Source: an optimization exercise on an open RTL-to-GDS flow (aim: small area and a short achievable clock period). Production flows keep margins and buffers that such runs may drop.
RTL that was checked went through simulation tests only; none was proved equivalent to the original.
Power figures rest on the tool's default switching activity, not on a simulated workload.

==> inputs of job 8897 <==
==> flow/design.v <==
module ahblite_interconnect
    (
    clk        ,
    rst        ,
    haddr_i    ,
    hwrite_i   ,
    htrans_i   ,
    hsize_i    ,
    hburst_i   ,
    hwdata_i   ,
    hmastlock_i,
    hprot_i    ,
    hreadyout_o,
    hresp_o    ,
    hrdata_o   ,
    hsel_o     ,
    haddr_o    ,
    hwrite_o   ,
    htrans_o   ,
    hsize_o    ,
    hburst_o   ,
    hwdata_o   ,
    hready_o   ,
    hmastlock_o,
    hprot_o    ,
    hreadyout_i,
    hresp_i    ,
    hrdata_i
    );
parameter AHB_AW  = 32;
parameter AHB_DW  = 32;
parameter SLV_NUM = 8;
parameter MST_NUM = 4;
input logic                              clk;
input logic                              rst;
input logic [MST_NUM-1:0][AHB_AW-1:0]    haddr_i;
input logic [MST_NUM-1:0]                hwrite_i;
input logic [MST_NUM-1:0][1:0]           htrans_i;
input logic [MST_NUM-1:0][2:0]           hsize_i;
input logic [MST_NUM-1:0][2:0]           hburst_i;
input logic [MST_NUM-1:0][3:0]           hprot_i;
input logic [MST_NUM-1:0][AHB_DW-1:0]    hwdata_i;
input logic [MST_NUM-1:0]                hmastlock_i;
output logic [MST_NUM-1:0]               hreadyout_o;
output logic [MST_NUM-1:0]               hresp_o;
output logic [MST_NUM-1:0][AHB_DW-1:0]   hrdata_o;
output logic [SLV_NUM-1:0]               hsel_o;
output logic [SLV_NUM-1:0][AHB_AW-1:0]   haddr_o;
output logic [SLV_NUM-1:0]               hwrite_o;
output logic [SLV_NUM-1:0][1:0]          htrans_o;
output logic [SLV_NUM-1:0][2:0]          hsize_o;
output logic [SLV_NUM-1:0][2:0]          hburst_o;
output logic [SLV_NUM-1:0][3:0]          hprot_o;
output logic [SLV_NUM-1:0][AHB_DW-1:0]   hwdata_o;
output logic [SLV_NUM-1:0]               hready_o;
output logic [SLV_NUM-1:0]               hmastlock_o;
input logic [SLV_NUM-1:0]                hreadyout_i;
input logic [SLV_NUM-1:0]                hresp_i;
input logic [SLV_NUM-1:0][AHB_DW-1:0]    hrdata_i;
logic [MST_NUM-1:0][AHB_AW-1:0]          m_addr;
logic [MST_NUM-1:0][AHB_DW-1:0]          m_wdata;
logic [MST_NUM-1:0]                      m_write;
logic [MST_NUM-1:0]                      m_lock;
logic [MST_NUM-1:0][1:0]                 m_trans;
logic [MST_NUM-1:0][2:0]                 m_size;
logic [MST_NUM-1:0][2:0]                 m_burst;
logic [MST_NUM-1:0][3:0]                 m_prot;
logic [MST_NUM-1:0][SLV_NUM-1:0]         req;        
logic [MST_NUM-1:0][SLV_NUM-1:0]         rdy_sel;
logic [SLV_NUM-1:0]                      st_arb;     
logic [SLV_NUM-1:0]                      st_acc;     
logic [SLV_NUM-1:0][1:0]                 cur_mst;
logic [SLV_NUM-1:0][MST_NUM-1:0]         grant;      
logic [SLV_NUM-1:0][MST_NUM-1:0]         grant1;     
logic [SLV_NUM-1:0][4:0]                 burst_cnt;
logic [SLV_NUM-1:0][AHB_AW-1:0]          gen_haddr;
logic [MST_NUM-1:0][SLV_NUM-1:0]         s_req;      
logic [MST_NUM-1:0]                      non_seq;
logic [SLV_NUM-1:0]                      slv_hready;
logic [SLV_NUM-1:0]                      clr_cnt;
logic [SLV_NUM-1:0][MST_NUM-1:0]         nxt_grant;
logic [SLV_NUM-1:0][MST_NUM-1:0]         nxt_grant1;
genvar m, s;
generate
for (m = 0; m < MST_NUM; m = m + 1) begin : g_mst
    logic [SLV_NUM-1:0] gm;         
    logic [SLV_NUM-1:0] ngm;        
    logic [SLV_NUM-1:0] nfirst;     
    logic [SLV_NUM-1:0] nxt_req;
    logic               nxt_write;
    logic [AHB_DW-1:0]  rdata;
    logic               resp;
    for (s = 0; s < SLV_NUM; s = s + 1) begin : g_gm
        assign gm[s]  = grant[s][m];
        assign ngm[s] = nxt_grant[s][m];
        if (s == 0) begin : g_f0
            assign nfirst[s] = ngm[s];
        end else begin : g_fn
            assign nfirst[s] = ngm[s] & ~(|ngm[s-1:0]);
        end
        assign s_req[m][s] = req[m][s] |
                             ((haddr_i[m][31:16] == s) & non_seq[m]);
    end
    assign hreadyout_o[m] = (|(rdy_sel[m] & hreadyout_i)) | ~((|gm) | (|req[m]));
    assign non_seq[m]     = (htrans_i[m] == 2'b10) & hreadyout_o[m];
    assign nxt_req        = s_req[m] & ~gm;
    assign nxt_write      = hreadyout_o[m] ? hwrite_i[m] : m_write[m];
    always_comb begin
        rdata = '0;
        resp  = 1'b0;
        for (int i = 0; i < SLV_NUM; i++) begin
            rdata = rdata | ({AHB_DW{gm[i]}} & hrdata_i[i]);
            resp  = resp  | (gm[i] & hresp_i[i]);
        end
    end
    assign hrdata_o[m] = rdata;
    assign hresp_o[m]  = resp;
    always_ff @(posedge clk) begin
        if (rst) begin
            req[m]      <= '0;
            rdy_sel[m]  <= '0;
        end else begin
            req[m]      <= nxt_req;
            rdy_sel[m]  <= nfirst & ({SLV_NUM{nxt_write}} | ~st_arb);
        end
    end
    always_ff @(posedge clk) begin
        if (hreadyout_o[m]) begin
            m_addr[m]  <= haddr_i[m];
            m_wdata[m] <= hwdata_i[m];
            m_write[m] <= hwrite_i[m];
            m_lock[m]  <= hmastlock_i[m];
            m_trans[m] <= htrans_i[m];
            m_size[m]  <= hsize_i[m];
            m_burst[m] <= hburst_i[m];
            m_prot[m]  <= hprot_i[m];
        end
    end
end
endgenerate
generate
for (s = 0; s < SLV_NUM; s = s + 1) begin : g_slv
    logic [MST_NUM-1:0] gs;
    logic [MST_NUM-1:0] r;
    logic [1:0]         rr_mst;
    logic [MST_NUM-1:0] rr_dec;
    logic [2:0]         btype;
    logic               cnt_eq;
    logic               has_req;
    logic [AHB_AW-1:0]  maddr;
    logic               hwr;
    logic [1:0]         htr;
    logic [2:0]         hsz;
    logic               hml;
    logic [3:0]         hpr;
    logic [AHB_DW-1:0]  hwd;
    logic [AHB_AW-1:0]  addr;
    for (m = 0; m < MST_NUM; m = m + 1) begin : g_gs
        assign r[m] = s_req[m][s];
    end
    assign gs = grant[s];
    always_comb begin
        maddr = '0; hwr = 1'b0; htr = '0; hsz = '0; hml = 1'b0; hpr = '0;
        hwd = '0; btype = '0;
        for (int i = 0; i < MST_NUM; i++) begin
            maddr = maddr | ({AHB_AW{grant1[s][i]}} & m_addr[i]);
            hwd   = hwd   | ({AHB_DW{gs[i]}} & m_wdata[i]);
            hwr   = hwr   | (gs[i] & m_write[i]);
            hml   = hml   | (gs[i] & m_lock[i]);
            htr   = htr   | ({2{gs[i]}} & m_trans[i]);
            hsz   = hsz   | ({3{gs[i]}} & m_size[i]);
            btype = btype | ({3{gs[i]}} & m_burst[i]);
            hpr   = hpr   | ({4{gs[i]}} & m_prot[i]);
        end
    end
    always_comb begin
        case (cur_mst[s])
        2'd0:    rr_mst = r[1] ? 2'd1 : r[2] ? 2'd2 : r[3] ? 2'd3 : 2'd0;
        2'd1:    rr_mst = r[2] ? 2'd2 : r[3] ? 2'd3 : r[0] ? 2'd0 : 2'd1;
        2'd2:    rr_mst = r[3] ? 2'd3 : r[0] ? 2'd0 : r[1] ? 2'd1 : 2'd2;
        default: rr_mst = r[0] ? 2'd0 : r[1] ? 2'd1 : r[2] ? 2'd2 : 2'd3;
        endcase
    end
    assign rr_dec = 4'b0001 << rr_mst;
    always_comb begin
        case (btype)
        3'b000:         cnt_eq = (burst_cnt[s] == 5'd1);
        3'b001:         cnt_eq = (burst_cnt[s] == 5'd0);
        3'b010, 3'b011: cnt_eq = (burst_cnt[s] == 5'd4);
        3'b100, 3'b101: cnt_eq = (burst_cnt[s] == 5'd8);
        default:        cnt_eq = (burst_cnt[s] == 5'd16);
        endcase
    end
    assign has_req       = |r;
    assign slv_hready[s] = |(gs & hreadyout_o);
    assign clr_cnt[s]    = cnt_eq & slv_hready[s];
    assign nxt_grant[s]  = rst        ? '0 :
                           st_arb[s]  ? rr_dec :
                           clr_cnt[s] ? '0 : gs;
    assign nxt_grant1[s] = (rst | ~st_arb[s]) ? '0 : rr_dec;
    assign addr = maddr | gen_haddr[s];
    always_ff @(posedge clk) begin
        grant[s]  <= nxt_grant[s];
        grant1[s] <= nxt_grant1[s];
        if (rst) begin
            st_arb[s]    <= 1'b0;
            st_acc[s]    <= 1'b0;
            cur_mst[s]   <= 2'd0;
            burst_cnt[s] <= 5'd0;
        end else begin
            st_arb[s]   <= has_req & ((~st_arb[s] & ~st_acc[s]) | (st_acc[s] & clr_cnt[s]));
            st_acc[s]   <= st_arb[s] | (st_acc[s] & ~clr_cnt[s]);
            if (st_arb[s])
                cur_mst[s] <= rr_mst;
            if (clr_cnt[s])
                burst_cnt[s] <= 5'd0;
            else if (slv_hready[s])
                burst_cnt[s] <= burst_cnt[s] + 5'd1;
        end
    end
    always_ff @(posedge clk) begin
        if (rst | ~hready_o[s])
            gen_haddr[s] <= '0;
        else
            gen_haddr[s] <= addr + 32'd4;
    end
    assign hsel_o[s]      = st_arb[s] | st_acc[s];
    assign hready_o[s]    = hreadyout_i[s] & st_acc[s];
    assign haddr_o[s]     = addr;
    assign hwrite_o[s]    = hwr;
    assign htrans_o[s]    = htr;
    assign hsize_o[s]     = hsz;
    assign hburst_o[s]    = btype;
    assign hwdata_o[s]    = hwd;
    assign hmastlock_o[s] = hml;
    assign hprot_o[s]     = hpr;
end
endgenerate
endmodule
==> flow/flow/run.sh <==
#!/bin/bash
set -euo pipefail
bash standard.sh "BUFFER_PORTS_ARGS=-buffer_cell sky130_fd_sc_hd__buf_1" finish > flow_make.log 2>&1
==> flow/standard.sh <==
#!/bin/bash
# synth_recipe.tcl (not shown) runs the flow's synth.tcl, then flattens the netlist and writes it again
# the make line also repeats each setting of config.mk as NAME=value (left out here)
make -C /OpenROAD-flow-scripts/flow DESIGN_CONFIG=/design/flow/config.mk WORK_HOME=/design/flow/orfs CLKGATE_MAP_FILE= SYNTH_SCRIPT=/design/flow/synth_recipe.tcl "${@:-finish}"
==> flow/config.mk <==
export PLATFORM = sky130hd
export DESIGN_NAME = ahblite_interconnect
export DESIGN_NICKNAME = ahblite_interconnect
export VERILOG_FILES = /design/flow/design.v
export SDC_FILE = /design/flow/constraint.sdc
export NUM_CORES = 4
export LEC_CHECK = 0
export ABC_CLOCK_PERIOD_IN_PS = 3500
export CAP_MARGIN = 20
export CORE_AREA = 5 5 415 415
export CTS_CLUSTER_DIAMETER = 150
export CTS_CLUSTER_SIZE = 20
export DIE_AREA = 0 0 420 420
export SETUP_SLACK_MARGIN = 1.95
export SLEW_MARGIN = 20
==> flow/constraint.sdc <==
create_clock -name core_clock -period 5.5 [get_ports {clk}]
set_input_delay 1.1000 -clock core_clock [delete_from_list [all_inputs] [get_ports {clk}]]
set_output_delay 1.1000 -clock core_clock [all_outputs]
set_load 0.01 [all_outputs]
==> inputs of job 4695, as changes to job 8897 <==
--- a/flow/design.v
+++ b/flow/design.v
@@ -66,45 +66,38 @@
 logic [MST_NUM-1:0][2:0]                 m_burst;
 logic [MST_NUM-1:0][3:0]                 m_prot;
 logic [MST_NUM-1:0][SLV_NUM-1:0]         req;        
-logic [MST_NUM-1:0][SLV_NUM-1:0]         rdy_sel;
 logic [SLV_NUM-1:0]                      st_arb;     
 logic [SLV_NUM-1:0]                      st_acc;     
+logic [SLV_NUM-1:0]                      st_arb_1;   
 logic [SLV_NUM-1:0][1:0]                 cur_mst;
-logic [SLV_NUM-1:0][MST_NUM-1:0]         grant;      
-logic [SLV_NUM-1:0][MST_NUM-1:0]         grant1;     
 logic [SLV_NUM-1:0][4:0]                 burst_cnt;
 logic [SLV_NUM-1:0][AHB_AW-1:0]          gen_haddr;
+logic [SLV_NUM-1:0][MST_NUM-1:0]         grant;      
 logic [MST_NUM-1:0][SLV_NUM-1:0]         s_req;      
 logic [MST_NUM-1:0]                      non_seq;
 logic [SLV_NUM-1:0]                      slv_hready;
 logic [SLV_NUM-1:0]                      clr_cnt;
-logic [SLV_NUM-1:0][MST_NUM-1:0]         nxt_grant;
-logic [SLV_NUM-1:0][MST_NUM-1:0]         nxt_grant1;
 genvar m, s;
 generate
 for (m = 0; m < MST_NUM; m = m + 1) begin : g_mst
     logic [SLV_NUM-1:0] gm;         
-    logic [SLV_NUM-1:0] ngm;        
-    logic [SLV_NUM-1:0] nfirst;     
-    logic [SLV_NUM-1:0] nxt_req;
-    logic               nxt_write;
+    logic [SLV_NUM-1:0] first;      
+    logic [SLV_NUM-1:0] rdy_term;
     logic [AHB_DW-1:0]  rdata;
     logic               resp;
     for (s = 0; s < SLV_NUM; s = s + 1) begin : g_gm
-        assign gm[s]  = grant[s][m];
-        assign ngm[s] = nxt_grant[s][m];
+        assign gm[s] = grant[s][m];
         if (s == 0) begin : g_f0
-            assign nfirst[s] = ngm[s];
+            assign first[s] = gm[s];
         end else begin : g_fn
-            assign nfirst[s] = ngm[s] & ~(|ngm[s-1:0]);
-        end
+            assign first[s] = gm[s] & ~(|gm[s-1:0]);
+        end
+        assign rdy_term[s] = first[s] & hreadyout_i[s] & (m_write[m] | ~st_arb_1[s]);
         assign s_req[m][s] = req[m][s] |
                              ((haddr_i[m][31:16] == s) & non_seq[m]);
     end
-    assign hreadyout_o[m] = (|(rdy_sel[m] & hreadyout_i)) | ~((|gm) | (|req[m]));
+    assign hreadyout_o[m] = (|rdy_term) | ~((|gm) | (|req[m]));
     assign non_seq[m]     = (htrans_i[m] == 2'b10) & hreadyout_o[m];
-    assign nxt_req        = s_req[m] & ~gm;
-    assign nxt_write      = hreadyout_o[m] ? hwrite_i[m] : m_write[m];
     always_comb begin
         rdata = '0;
         resp  = 1'b0;
@@ -116,13 +109,10 @@
     assign hrdata_o[m] = rdata;
     assign hresp_o[m]  = resp;
     always_ff @(posedge clk) begin
-        if (rst) begin
-            req[m]      <= '0;
-            rdy_sel[m]  <= '0;
-        end else begin
-            req[m]      <= nxt_req;
-            rdy_sel[m]  <= nfirst & ({SLV_NUM{nxt_write}} | ~st_arb);
-        end
+        if (rst)
+            req[m] <= '0;
+        else
+            req[m] <= s_req[m] & ~gm;
     end
     always_ff @(posedge clk) begin
         if (hreadyout_o[m]) begin
@@ -143,7 +133,6 @@
     logic [MST_NUM-1:0] gs;
     logic [MST_NUM-1:0] r;
     logic [1:0]         rr_mst;
-    logic [MST_NUM-1:0] rr_dec;
     logic [2:0]         btype;
     logic               cnt_eq;
     logic               has_req;
@@ -156,14 +145,15 @@
     logic [AHB_DW-1:0]  hwd;
     logic [AHB_AW-1:0]  addr;
     for (m = 0; m < MST_NUM; m = m + 1) begin : g_gs
+        assign gs[m] = st_acc[s] & (cur_mst[s] == m);
+        assign grant[s][m] = gs[m];
         assign r[m] = s_req[m][s];
     end
-    assign gs = grant[s];
     always_comb begin
         maddr = '0; hwr = 1'b0; htr = '0; hsz = '0; hml = 1'b0; hpr = '0;
         hwd = '0; btype = '0;
         for (int i = 0; i < MST_NUM; i++) begin
-            maddr = maddr | ({AHB_AW{grant1[s][i]}} & m_addr[i]);
+            maddr = maddr | ({AHB_AW{gs[i]}} & m_addr[i]);
             hwd   = hwd   | ({AHB_DW{gs[i]}} & m_wdata[i]);
             hwr   = hwr   | (gs[i] & m_write[i]);
             hml   = hml   | (gs[i] & m_lock[i]);
@@ -181,7 +171,6 @@
         default: rr_mst = r[0] ? 2'd0 : r[1] ? 2'd1 : r[2] ? 2'd2 : 2'd3;
         endcase
     end
-    assign rr_dec = 4'b0001 << rr_mst;
     always_comb begin
         case (btype)
         3'b000:         cnt_eq = (burst_cnt[s] == 5'd1);
@@ -194,22 +183,18 @@
     assign has_req       = |r;
     assign slv_hready[s] = |(gs & hreadyout_o);
     assign clr_cnt[s]    = cnt_eq & slv_hready[s];
-    assign nxt_grant[s]  = rst        ? '0 :
-                           st_arb[s]  ? rr_dec :
-                           clr_cnt[s] ? '0 : gs;
-    assign nxt_grant1[s] = (rst | ~st_arb[s]) ? '0 : rr_dec;
-    assign addr = maddr | gen_haddr[s];
-    always_ff @(posedge clk) begin
-        grant[s]  <= nxt_grant[s];
-        grant1[s] <= nxt_grant1[s];
+    assign addr = st_arb_1[s] ? maddr : gen_haddr[s];
+    always_ff @(posedge clk) begin
         if (rst) begin
             st_arb[s]    <= 1'b0;
             st_acc[s]    <= 1'b0;
+            st_arb_1[s]  <= 1'b0;
             cur_mst[s]   <= 2'd0;
             burst_cnt[s] <= 5'd0;
         end else begin
             st_arb[s]   <= has_req & ((~st_arb[s] & ~st_acc[s]) | (st_acc[s] & clr_cnt[s]));
             st_acc[s]   <= st_arb[s] | (st_acc[s] & ~clr_cnt[s]);
+            st_arb_1[s] <= st_arb[s];
             if (st_arb[s])
                 cur_mst[s] <= rr_mst;
             if (clr_cnt[s])
==> flow/run.sh (new file) <==
#!/bin/bash
# synth_recipe.tcl (not shown) runs the flow's synth.tcl, then flattens the netlist and writes it again
# the make line also repeats each setting of config.mk as NAME=value (left out here)
make -C /OpenROAD-flow-scripts/flow DESIGN_CONFIG=/design/flow/config.mk WORK_HOME=/design/flow/orfs CLKGATE_MAP_FILE= SYNTH_SCRIPT=/design/flow/synth_recipe.tcl finish
ABC_CLOCK_PERIOD_IN_PS = 3000   (was 3500)
CORE_AREA = not set   (was 5 5 415 415)
CORE_MARGIN = 2   (was not set)
CORE_UTILIZATION = 50   (was not set)
CTS_CLUSTER_DIAMETER = not set   (was 150)
CTS_CLUSTER_SIZE = not set   (was 20)
DIE_AREA = not set   (was 0 0 420 420)
SETUP_SLACK_MARGIN = 2.5   (was 1.95)
removed: flow/flow/run.sh
removed: flow/standard.sh
==> inputs of job 3398, as changes to job 8897 <==
--- a/flow/design.v
+++ b/flow/design.v
@@ -66,45 +66,38 @@
 logic [MST_NUM-1:0][2:0]                 m_burst;
 logic [MST_NUM-1:0][3:0]                 m_prot;
 logic [MST_NUM-1:0][SLV_NUM-1:0]         req;        
-logic [MST_NUM-1:0][SLV_NUM-1:0]         rdy_sel;
 logic [SLV_NUM-1:0]                      st_arb;     
 logic [SLV_NUM-1:0]                      st_acc;     
+logic [SLV_NUM-1:0]                      st_arb_1;   
 logic [SLV_NUM-1:0][1:0]                 cur_mst;
-logic [SLV_NUM-1:0][MST_NUM-1:0]         grant;      
-logic [SLV_NUM-1:0][MST_NUM-1:0]         grant1;     
 logic [SLV_NUM-1:0][4:0]                 burst_cnt;
 logic [SLV_NUM-1:0][AHB_AW-1:0]          gen_haddr;
+logic [SLV_NUM-1:0][MST_NUM-1:0]         grant;      
 logic [MST_NUM-1:0][SLV_NUM-1:0]         s_req;      
 logic [MST_NUM-1:0]                      non_seq;
 logic [SLV_NUM-1:0]                      slv_hready;
 logic [SLV_NUM-1:0]                      clr_cnt;
-logic [SLV_NUM-1:0][MST_NUM-1:0]         nxt_grant;
-logic [SLV_NUM-1:0][MST_NUM-1:0]         nxt_grant1;
 genvar m, s;
 generate
 for (m = 0; m < MST_NUM; m = m + 1) begin : g_mst
     logic [SLV_NUM-1:0] gm;         
-    logic [SLV_NUM-1:0] ngm;        
-    logic [SLV_NUM-1:0] nfirst;     
-    logic [SLV_NUM-1:0] nxt_req;
-    logic               nxt_write;
+    logic [SLV_NUM-1:0] first;      
+    logic [SLV_NUM-1:0] rdy_term;
     logic [AHB_DW-1:0]  rdata;
     logic               resp;
     for (s = 0; s < SLV_NUM; s = s + 1) begin : g_gm
-        assign gm[s]  = grant[s][m];
-        assign ngm[s] = nxt_grant[s][m];
+        assign gm[s] = grant[s][m];
         if (s == 0) begin : g_f0
-            assign nfirst[s] = ngm[s];
+            assign first[s] = gm[s];
         end else begin : g_fn
-            assign nfirst[s] = ngm[s] & ~(|ngm[s-1:0]);
-        end
+            assign first[s] = gm[s] & ~(|gm[s-1:0]);
+        end
+        assign rdy_term[s] = first[s] & hreadyout_i[s] & (m_write[m] | ~st_arb_1[s]);
         assign s_req[m][s] = req[m][s] |
                              ((haddr_i[m][31:16] == s) & non_seq[m]);
     end
-    assign hreadyout_o[m] = (|(rdy_sel[m] & hreadyout_i)) | ~((|gm) | (|req[m]));
+    assign hreadyout_o[m] = (|rdy_term) | ~((|gm) | (|req[m]));
     assign non_seq[m]     = (htrans_i[m] == 2'b10) & hreadyout_o[m];
-    assign nxt_req        = s_req[m] & ~gm;
-    assign nxt_write      = hreadyout_o[m] ? hwrite_i[m] : m_write[m];
     always_comb begin
         rdata = '0;
         resp  = 1'b0;
@@ -116,13 +109,10 @@
     assign hrdata_o[m] = rdata;
     assign hresp_o[m]  = resp;
     always_ff @(posedge clk) begin
-        if (rst) begin
-            req[m]      <= '0;
-            rdy_sel[m]  <= '0;
-        end else begin
-            req[m]      <= nxt_req;
-            rdy_sel[m]  <= nfirst & ({SLV_NUM{nxt_write}} | ~st_arb);
-        end
+        if (rst)
+            req[m] <= '0;
+        else
+            req[m] <= s_req[m] & ~gm;
     end
     always_ff @(posedge clk) begin
         if (hreadyout_o[m]) begin
@@ -143,7 +133,6 @@
     logic [MST_NUM-1:0] gs;
     logic [MST_NUM-1:0] r;
     logic [1:0]         rr_mst;
-    logic [MST_NUM-1:0] rr_dec;
     logic [2:0]         btype;
     logic               cnt_eq;
     logic               has_req;
@@ -156,14 +145,15 @@
     logic [AHB_DW-1:0]  hwd;
     logic [AHB_AW-1:0]  addr;
     for (m = 0; m < MST_NUM; m = m + 1) begin : g_gs
+        assign gs[m] = st_acc[s] & (cur_mst[s] == m);
+        assign grant[s][m] = gs[m];
         assign r[m] = s_req[m][s];
     end
-    assign gs = grant[s];
     always_comb begin
         maddr = '0; hwr = 1'b0; htr = '0; hsz = '0; hml = 1'b0; hpr = '0;
         hwd = '0; btype = '0;
         for (int i = 0; i < MST_NUM; i++) begin
-            maddr = maddr | ({AHB_AW{grant1[s][i]}} & m_addr[i]);
+            maddr = maddr | ({AHB_AW{gs[i]}} & m_addr[i]);
             hwd   = hwd   | ({AHB_DW{gs[i]}} & m_wdata[i]);
             hwr   = hwr   | (gs[i] & m_write[i]);
             hml   = hml   | (gs[i] & m_lock[i]);
@@ -181,7 +171,6 @@
         default: rr_mst = r[0] ? 2'd0 : r[1] ? 2'd1 : r[2] ? 2'd2 : 2'd3;
         endcase
     end
-    assign rr_dec = 4'b0001 << rr_mst;
     always_comb begin
         case (btype)
         3'b000:         cnt_eq = (burst_cnt[s] == 5'd1);
@@ -194,22 +183,18 @@
     assign has_req       = |r;
     assign slv_hready[s] = |(gs & hreadyout_o);
     assign clr_cnt[s]    = cnt_eq & slv_hready[s];
-    assign nxt_grant[s]  = rst        ? '0 :
-                           st_arb[s]  ? rr_dec :
-                           clr_cnt[s] ? '0 : gs;
-    assign nxt_grant1[s] = (rst | ~st_arb[s]) ? '0 : rr_dec;
-    assign addr = maddr | gen_haddr[s];
-    always_ff @(posedge clk) begin
-        grant[s]  <= nxt_grant[s];
-        grant1[s] <= nxt_grant1[s];
+    assign addr = st_arb_1[s] ? maddr : gen_haddr[s];
+    always_ff @(posedge clk) begin
         if (rst) begin
             st_arb[s]    <= 1'b0;
             st_acc[s]    <= 1'b0;
+            st_arb_1[s]  <= 1'b0;
             cur_mst[s]   <= 2'd0;
             burst_cnt[s] <= 5'd0;
         end else begin
             st_arb[s]   <= has_req & ((~st_arb[s] & ~st_acc[s]) | (st_acc[s] & clr_cnt[s]));
             st_acc[s]   <= st_arb[s] | (st_acc[s] & ~clr_cnt[s]);
+            st_arb_1[s] <= st_arb[s];
             if (st_arb[s])
                 cur_mst[s] <= rr_mst;
             if (clr_cnt[s])
==> flow/run.sh (new file) <==
#!/bin/bash
# synth_recipe.tcl (not shown) runs the flow's synth.tcl, then flattens the netlist and writes it again
# the make line also repeats each setting of config.mk as NAME=value (left out here)
make -C /OpenROAD-flow-scripts/flow DESIGN_CONFIG=/design/flow/config.mk WORK_HOME=/design/flow/orfs CLKGATE_MAP_FILE= SYNTH_SCRIPT=/design/flow/synth_recipe.tcl finish
ABC_CLOCK_PERIOD_IN_PS = 3000   (was 3500)
CORE_AREA = 5 5 385 385   (was 5 5 415 415)
CTS_CLUSTER_DIAMETER = not set   (was 150)
CTS_CLUSTER_SIZE = not set   (was 20)
DIE_AREA = 0 0 390 390   (was 0 0 420 420)
SETUP_SLACK_MARGIN = 2.5   (was 1.95)
removed: flow/flow/run.sh
removed: flow/standard.sh
==> inputs of job 2904, as changes to job 8897 <==
CORE_AREA = 5 5 385 385   (was 5 5 415 415)
DIE_AREA = 0 0 390 390   (was 0 0 420 420)
SETUP_SLACK_MARGIN = 1.7   (was 1.95)
==> qor summary <==
| metric | job 4695 | job 8897 | job 3398 | job 2904 |
|---|---|---|---|---|
| Run status | aborted with a tool error | no timing/DRC/antenna violations | aborted with a tool error | no timing/DRC/antenna violations |
| Stage where the flow stopped | I/O pin placement (3_2_place_iop) | - | global routing (5_1_grt) | - |
| First-pass DRT Iterations | - | 20 | - | 17 |
| CP max-delay cell | - | sky130_fd_sc_hd__nand4_1 | - | sky130_fd_sc_hd__dfxtp_4 |
| Combinational cell fraction of total power | - | 5.2% | - | 4.2% |
| Net Count, Synth | 6146 | 6542 | 6146 | 6542 |
| Number of nets at the end of the flow | - | 7713 | - | 7411 |
| Final count of hold timing violations | - | 0 | - | 0 |
| CTS hold repair buffers | - | 0 | 0 | 0 |
| Count of instances resized after the clock tree is built | - | 286 | 5317 | 162 |
| Number of placement rows | 117 | 150 | 139 | 139 |
| Final standard cell count with taps included and fillers excluded | - | 9468 | - | 8778 |
| Clock sink total | - | 768 | 680 | 768 |
| Power drawn by the clock network | - | 4.00 mW | - | 3.88 mW |
| Number of filler cells placed in the layout | - | 17300 | - | 14700 |
| H-tree depth | - | 2 | 3 | 2 |
| Highest clock frequency the design can meet | - | 0.261 GHz | - | 0.256 GHz |
| Hold-critical path depth | - | 1 | - | 2 |
| Share of Yosys cell area claimed by the top area cell type | 18.2% | 19.3% | 18.2% | 19.3% |
| WL/cell | - | 43.3 um | - | 42.0 um |
| Maximum root-to-sink buffer count | - | 3 | 3 | 3 |
| Compound-Gate Fraction of Synth Area | 28.8% | 34.1% | 28.8% | 34.1% |
| Cell area after layout | - | 63700 um2 | - | 58400 um2 |
| Height of the die | 325 um | 420 um | 390 um | 390 um |
| Area growth from synthesis to layout | - | 28.9% | - | 18.2% |
| Inserted Diodes | - | 126 | - | 39 |
| Biggest area consumer among synthesized cells | sky130_fd_sc_hd__edfxtp_1 | sky130_fd_sc_hd__a22oi_1 | sky130_fd_sc_hd__edfxtp_1 | sky130_fd_sc_hd__a22oi_1 |
| Total of clock buffers placed in the layout | - | 76 | - | 77 |
No functional check of the RTL was part of job 4695 and job 3398.

[what the ideal ports hide]
The flow's constraints put no driver on any port. The routed layouts listed below were extracted and timed again, unchanged, in two steps.
Step 1: set_driving_cell puts a clkbuf_16 on clk and a buf_2 on each other input, an assumption about the parent block.
Step 2 adds t to the input delays and takes it off the output delays; t is the mean of the earliest and latest rising clock arrival at the registers after step 1. Input paths then give back, and output paths get back, about the clock's delay inside the block.
Slacks: ideal ports / drivers / drivers and shift; pairs: ideal ports / drivers.
run | t, ns | setup WS [ns] | latest minus earliest clock arrival (ns)
job 8897 | 0.807 | 1.674 / 1.582 / 0.973 | 0.079 / 0.079
job 2904 | 0.770 | 1.594 / 1.508 / 0.973 | 0.065 / 0.066
After both steps setup and hold are still met in every run listed. For job 8897, which loses most, drivers alone change the setup slack by -0.092 ns; drivers and shift together by -0.701 ns.
